Background: an optimization exercise with open tools, aiming at small area, a short achievable clock period and few clock cycles. Do not read the settings as production practice. Function was not checked in any run shown here: the RTL went through the layout flow alone.

## flow/design.v (module list and top-level ports; edited modules follow where they fit)
// module csi_fa: 7 lines
// module csi_ha: 7 lines
// module csi_top: 838 lines
module csi_top (
	input  logic        clk,
	input  logic        rst_n,
	input  logic        start,
	output logic [17:0] sram_addr,
	output logic [15:0] sram_wdata,
	output logic        sram_we_n,
	input  logic [15:0] sram_rdata,
	output logic        done
);
  // ...
==> flow/flow/run.sh <==
#!/bin/bash
# Standard ORFS layout with buf_2 port buffers, clock tree options below, and
# timing repair aimed at a 4.3 ns path delay. The constraints stay the design's.
set -euo pipefail
bash standard.sh "BUFFER_PORTS_ARGS=-buffer_cell sky130_fd_sc_hd__buf_2" SETUP_SLACK_MARGIN=12.7 \
  "CTS_ARGS=-sink_clustering_enable -repair_clock_nets -sink_clustering_size 30 -sink_clustering_max_diameter 100 -dont_use_dummy_load -sink_clustering_levels 1" \
  finish > flow.log 2>&1
==> flow/standard.sh <==
#!/bin/bash
# synth_recipe.tcl (not shown) runs the flow's synth.tcl, then flattens the netlist and writes it again
# the make line also repeats each setting of config.mk as NAME=value (left out here)
make -C /OpenROAD-flow-scripts/flow DESIGN_CONFIG=/design/flow/config.mk WORK_HOME=/design/flow/orfs CLKGATE_MAP_FILE= SYNTH_SCRIPT=/design/flow/synth_recipe.tcl "${@:-finish}"
==> flow/config.mk <==
export PLATFORM = sky130hd
export DESIGN_NAME = csi_top
export DESIGN_NICKNAME = csi_top
export VERILOG_FILES = /design/flow/design.v
export SDC_FILE = /design/flow/constraint.sdc
export NUM_CORES = 4
export LEC_CHECK = 0
export CAP_MARGIN = 20
export CORE_MARGIN = 2
export CORE_UTILIZATION = 65
export CTS_CLUSTER_DIAMETER = 100
export CTS_CLUSTER_SIZE = 30
export PLACE_DENSITY = 0.75
export SLEW_MARGIN = 20
export SYNTH_HIERARCHICAL = 1
export SYNTH_MINIMUM_KEEP_SIZE = 0
==> flow/constraint.sdc <==
create_clock -name core_clock -period 17.0 [get_ports {clk}]
set_input_delay 3.4000 -clock core_clock [delete_from_list [all_inputs] [get_ports {clk}]]
set_output_delay 3.4000 -clock core_clock [all_outputs]
set_load 0.01 [all_outputs]
==> results.toml, run 1 <==
[status]
outcome = "complete, no violations"

[global_routing]
grt_use_met2_pct = 41.9
gr-total-overflow = 0
use_met1_pct = 40.3

[critical_path]
ff2ff_setup_slack_ns = 12.75
required_ns = 13.60
cp-startpoint = "we"
cp_max_fo = 1
path_delay_family = "flip-flops"
cp-end-kind = "output port"
worstSetupPathType = "register to output port"

[drt]
drt-wirelength-per-cell_um = 20.3
drc_errors = 0
firstDrtPassIters = 7
drt_first_iter_violations = 853

[timing]
hold_viol = 0
finalCritPeriodShare_pct = 26.2
period_minus_slack_ns = 4.46

[finish]
mostFrequentLayoutCell = "fa_1"
mostFrequentLayoutCells = "230 x fa_1, 171 x ha_1, 155 x dfxtp_1"
ff_latch_area_mm2 = 0.00782
regMostFlops = "L"
fin_util_pct = 70.3
final_cell_area_mm2 = 0.0214
fin_nets = 2093

[logic_synthesis]
async_flop_share_pct = 0.938
synth_top_cell_area_share_pct = 23.1
muxShareOfSynthArea_pct = 5.38
synthTopCellsByCount = "231 x fa_1, 181 x dfxtp_1, 176 x ha_1"
synth-edff-count = 136

[hold_path]
hold_path_depth = 0
worstHoldStart = "L[1][3]"

[cts]
clk_pin_slew_ns = 0.11
clock-root-buffer = "clkbuf_16"

[floorplanning]
core_mm2 = 0.0305

[placement]
post-place-ws_ns = 12.62
==> inputs of run 2 (changes only) <==
--- a/flow/design.v
+++ b/flow/design.v
@@ -162,16 +162,34 @@
 wire       hmod = (ph[0] & head) | (ph[4] & t159);    
 wire [7:0] tp1 = t159 ? L[6] : L[4];
 wire [7:0] tp2 = t159 ? L[6] : (t158 ? L[4] : L[2]);
 wire [7:0] tp3 = t159 ? L[6] : (t158 ? L[4] : (t157 ? L[2] : L[0]));
 logic [8:0] ia, ib, ic;
 wire [7:0] tm1 = L[8];
 wire [7:0] tm2 = L[10];
 wire [7:0] tp0 = L[6];
+wire [8:0] sa;
+wire sa_s0, sa_c0;
+csi_ha u_sa_0 (.a(tp0[0]), .b(tp1[0]), .s(sa_s0), .co(sa_c0));
+wire sa_s1, sa_c1;
+csi_fa u_sa_1 (.a(tp0[1]), .b(tp1[1]), .c(sa_c0), .s(sa_s1), .co(sa_c1));
+wire sa_s2, sa_c2;
+csi_fa u_sa_2 (.a(tp0[2]), .b(tp1[2]), .c(sa_c1), .s(sa_s2), .co(sa_c2));
+wire sa_s3, sa_c3;
+csi_fa u_sa_3 (.a(tp0[3]), .b(tp1[3]), .c(sa_c2), .s(sa_s3), .co(sa_c3));
+wire sa_s4, sa_c4;
+csi_fa u_sa_4 (.a(tp0[4]), .b(tp1[4]), .c(sa_c3), .s(sa_s4), .co(sa_c4));
+wire sa_s5, sa_c5;
+csi_fa u_sa_5 (.a(tp0[5]), .b(tp1[5]), .c(sa_c4), .s(sa_s5), .co(sa_c5));
+wire sa_s6, sa_c6;
+csi_fa u_sa_6 (.a(tp0[6]), .b(tp1[6]), .c(sa_c5), .s(sa_s6), .co(sa_c6));
+wire sa_s7, sa_c7;
+csi_fa u_sa_7 (.a(tp0[7]), .b(tp1[7]), .c(sa_c6), .s(sa_s7), .co(sa_c7));
+assign sa = {sa_c7, sa_s7, sa_s6, sa_s5, sa_s4, sa_s3, sa_s2, sa_s1, sa_s0};
 wire  [16:0] it_s, it_c;
 wire it_n1 = ~ia[0];
 wire it_n2, it_n3;
 csi_ha u_it_n2 (.a(ia[1]), .b(ia[3]), .s(it_n2), .co(it_n3));
 wire it_n4, it_n5;
 csi_ha u_it_n4 (.a(ia[0]), .b(~ia[5]), .s(it_n4), .co(it_n5));
 wire it_n6 = ~(ia[1] ^ ~ia[6]);
 wire it_n7 = ia[1] | ~ia[6];
@@ -807,18 +825,17 @@
 	if (ph[0])
 		sram_addr <= {2'b00, c - 16'd4};
 	else if (ph[2])
 		sram_addr <= (c[0] ? U_BASE : V_BASE) + {3'b000, c[15:1]};
 	else
 		sram_addr <= {1'b1, wc};
 	sram_wdata[15:8] <= ph[1] ? rb : (ph[3] ? bbuf : gg);
 	sram_wdata[7:0]  <= ph[1] ? gg : rb;
-	if (ph[2])
-		bbuf <= rb;
+	bbuf <= rb;    
 end
 always_ff @(posedge clk) begin
 	if (ph[3]) begin
 		ycur <= sram_rdata[15:8];
 		ylo  <= sram_rdata[7:0];
 	end else if (ph[1]) begin
 		ycur <= ylo;
 	end
@@ -836,17 +853,17 @@
 		end
 	end
 end
 always_ff @(posedge clk) begin
 	xcur <= (ph[4] | ph[0]) ? ex(L[5]) : ires;
 	selb <= ph[0] | ph[2];
 	gnu  <= ~(ph[4] ? ex(L[4]) : ires);
 	gnv  <= ~(ph[4] ? ex(L[5]) : xcur);    
-	ia <= {1'b0, tp0} + {1'b0, tp1};
+	ia <= sa;
 	ib <= {1'b0, tm1} + {1'b0, tp2};
 	ic <= {1'b0, tm2} + {1'b0, tp3};
 	rb_hs <= rbt_s[26:16];
 	rb_hc <= rbt_c[26:16];
 	rb_cy <= rb_lo[16];
 	g_hs  <= gt_s[26:16];
 	g_hc  <= gt_c[26:16];
 	g_cy  <= g_lo[16];
==> results.toml, run 2 <==
[logic_synthesis]
yosysWarnings = 8
syn_inst = 1549
netlist_area_mm2 = 0.0197
ys_seq_area_share_pct = 39.0
async_flop_share_pct = 0.938
synth_seq_cells = 320
synth_nets = 1974
synth_area_per_cell_um2 = 12.7
synth_area_leaders = "fa_1 24%, edfxtp_1 19%, dfxtp_1 19%, ha_1 11%, mux2i_1 3.7%"
yosysMostFrequentCell = "fa_1"
synthTopCellsByCount = "237 x fa_1, 189 x dfxtp_1, 169 x ha_1"
synth_top_cell_area_share_pct = 24.0
synth-edff-count = 128
synth.distinct_cells = 84
synthFlopType = "dfxtp_1"
yosysTopAreaCell = "fa_1"

[finish]
instances_no_fill = 1987
antenna_cells = 0
fin_nets = 2024
syn_to_final_growth_pct = 6.57
largest_reg_flops = 88
mostFrequentLayoutCells = "237 x fa_1, 169 x dfxtp_1, 167 x ha_1"
regMostFlops = "L"
mostFrequentLayoutCell = "fa_1"
reg_top3 = "L x88, sram_addr x18, wc x17"
drive_gt1_share_pct = 11.4

[timing]
hold_viol = 0
setup_ws_ns = 12.55
fmax_ghz = 0.225
slew_headroom_pct = 32.0
period_minus_slack_ns = 4.45
rsz0062_at_grt = "yes"
finalClockSkew_ns = 0.0608
fin_tns_setup_ns = 0
final_max_slew_viol_count = 0
worst_pin_slew_ns = 1.02
holdWs_ns = 0.426
setup_viol = 0
finalCritPeriodShare_pct = 26.2

[critical_path]
worstSetupPathType = "register to output port"
crit_arrival_ns = 1.05
path_cells = "inv_1 > buf_2"
cp-end-kind = "output port"
cpPeakStageDelay_ns = 0.38
slowest_stage = "dfrtp_1"
required_ns = 13.60
start_kind = "register"
cp_max_fo = 1

[cts]
cts_sinks = 320
cts-buffers-inserted = 15
clock-root-buffer = "clkbuf_16"
clockBufferDepth = 3
cts_tree = "yes"
cts_hold_buffers = 0
clk_pin_slew_ns = 0.11
clkLatencyLatePin_ns = 0.52
htree_levels = 1

[placement]
portBuffers = 54
post-place-ws_ns = 12.37
placedCellCount = 1965
gp_congestion = 0.930
dp_hpwl_mm = 31.1

[hold_path]
min_path_type = "register to register"

[status]
outcome = "complete, no violations"

[floorplanning]
die_area_mm2 = 0.0318
die_h_um = 178
core_mm2 = 0.0298
start_util_pct = 66.3
die_width_um = 178
io-pin-count = 55
row_count = 63

[drt]
drt-wirelength-per-cell_um = 20.0
via_per_inst = 5.86
drtAntennaViolNets = 0
firstDrtPassIters = 5
wirelength_mm = 39.7
drt_first_iter_violations = 999
drc_errors = 0
detailroute.via_count = 11645

[global_routing]
gr-total-overflow = 0
grt_first_pass_wirelength_mm = 64.3
grt_pass1_vias = 12079
antenna_found_initial = 0
grt_max_degree = 58
grt_usage_pct = 26.3

[flow_run]
drv_cap = 0
-- run 2: final cells by class --
class	instances	area [µm²]
inverters	123	462
multi-input cells	1067	11500
fillers	2080	8760
well taps	390	488
clock buffers	15	375
repair buffers	72	494
flip-flops and latches	320	7730
-- run 2: modules after synthesis (local to each module, per instance) --
module   area, µm²  times used  cells inside  flip-flops and latches
csi_top      14300           1          1252                     320
csi_ha        12.5          67             1                       0
csi_fa        20.0         230             1                       0
-- run 2: cells by family (layout without fill, tap and decap cells) --
logic type	Yosys count	in the layout	synth area share (%)
AO/OA/AOI/OAI	230	230	8.02
XOR/XNOR	48	48	2.13
adder cells (fa/ha/maj)	407	407	34.8
buffers and inverters	162	210	3.26
flip-flops	320	320	39.0
multiplexers	96	96	5.48
AND/OR/NAND/NOR	286	286	7.29
-- run 2: layer usage --
layer	routed length, µm	global-route usage, %	vias to the layer above
met5	0	0	-
met2	18200	41.7	320
met1	18300	39.5	5864
li1	-	-	5423
met4	615	4.64	0
met3	2590	4.05	38
-- run 2: worst paths after layout --
kind	startpoint	endpoint	slack [ns]	cells after the start
setup / recovery	we	sram_we_n	12.55	2
hold / removal	L[3][2]	L[4][2]	0.43	0
setup reg to reg	ia[1]	xcur[2]	12.80	16
hold reg to reg	L[3][2]	L[4][2]	0.43	0
max in group asynchronous	rst_n	run	14.24	1
min in group asynchronous	rst_n	we	2.66	1
-- run 2: worst max-delay path: cells and delay by family (launching register included) --
family / cells / cell delay, ns
buffers and inverters: 2 / 0.17
flip-flops: 1 / 0.38
-- run 2: per-stage QoR --
step	area, µm²	utilization, %
after floorplan	19700	-
after global placement	20400	68.5
after detailed placement	20400	68.5
after CTS	20900	70.0
after global routing	21000	70.6
final	21000	70.6
-- run 2: repair_timing --
item / CTS / global route
setup buffers: 2 / 5
setup endpoints to repair: 41 / 51
pin swaps: 3 / 8
gates resized for setup: 15 / 35

[what the ideal ports hide]
In the flow no input, the clock included, has a driving cell. The finished layouts below were timed again as built, in two steps. Step 1, drivers: a clkbuf_16 drives clk and a buf_2 each remaining input, both assumed. Step 2, shift: input delay + t, output delay - t, t = (earliest + latest rising clock arrival at the registers) / 2. This alone moves slack from input paths to output paths. Slacks: ideal / step 1 / step 2; pairs: ideal / step 1.
run	t (ns)	setup slack, ns	clock arrival spread, ns	slew at the worst register clock pin (ns)	pins driven straight from the clock port
run 1	0.548	12.544 / 12.491 / 12.748	0.049 / 0.049	0.11 / 0.11	1
run 2	0.539	12.546 / 12.494 / 12.760	0.066 / 0.066	0.12 / 0.12	1
After both steps every run listed still meets setup and hold.
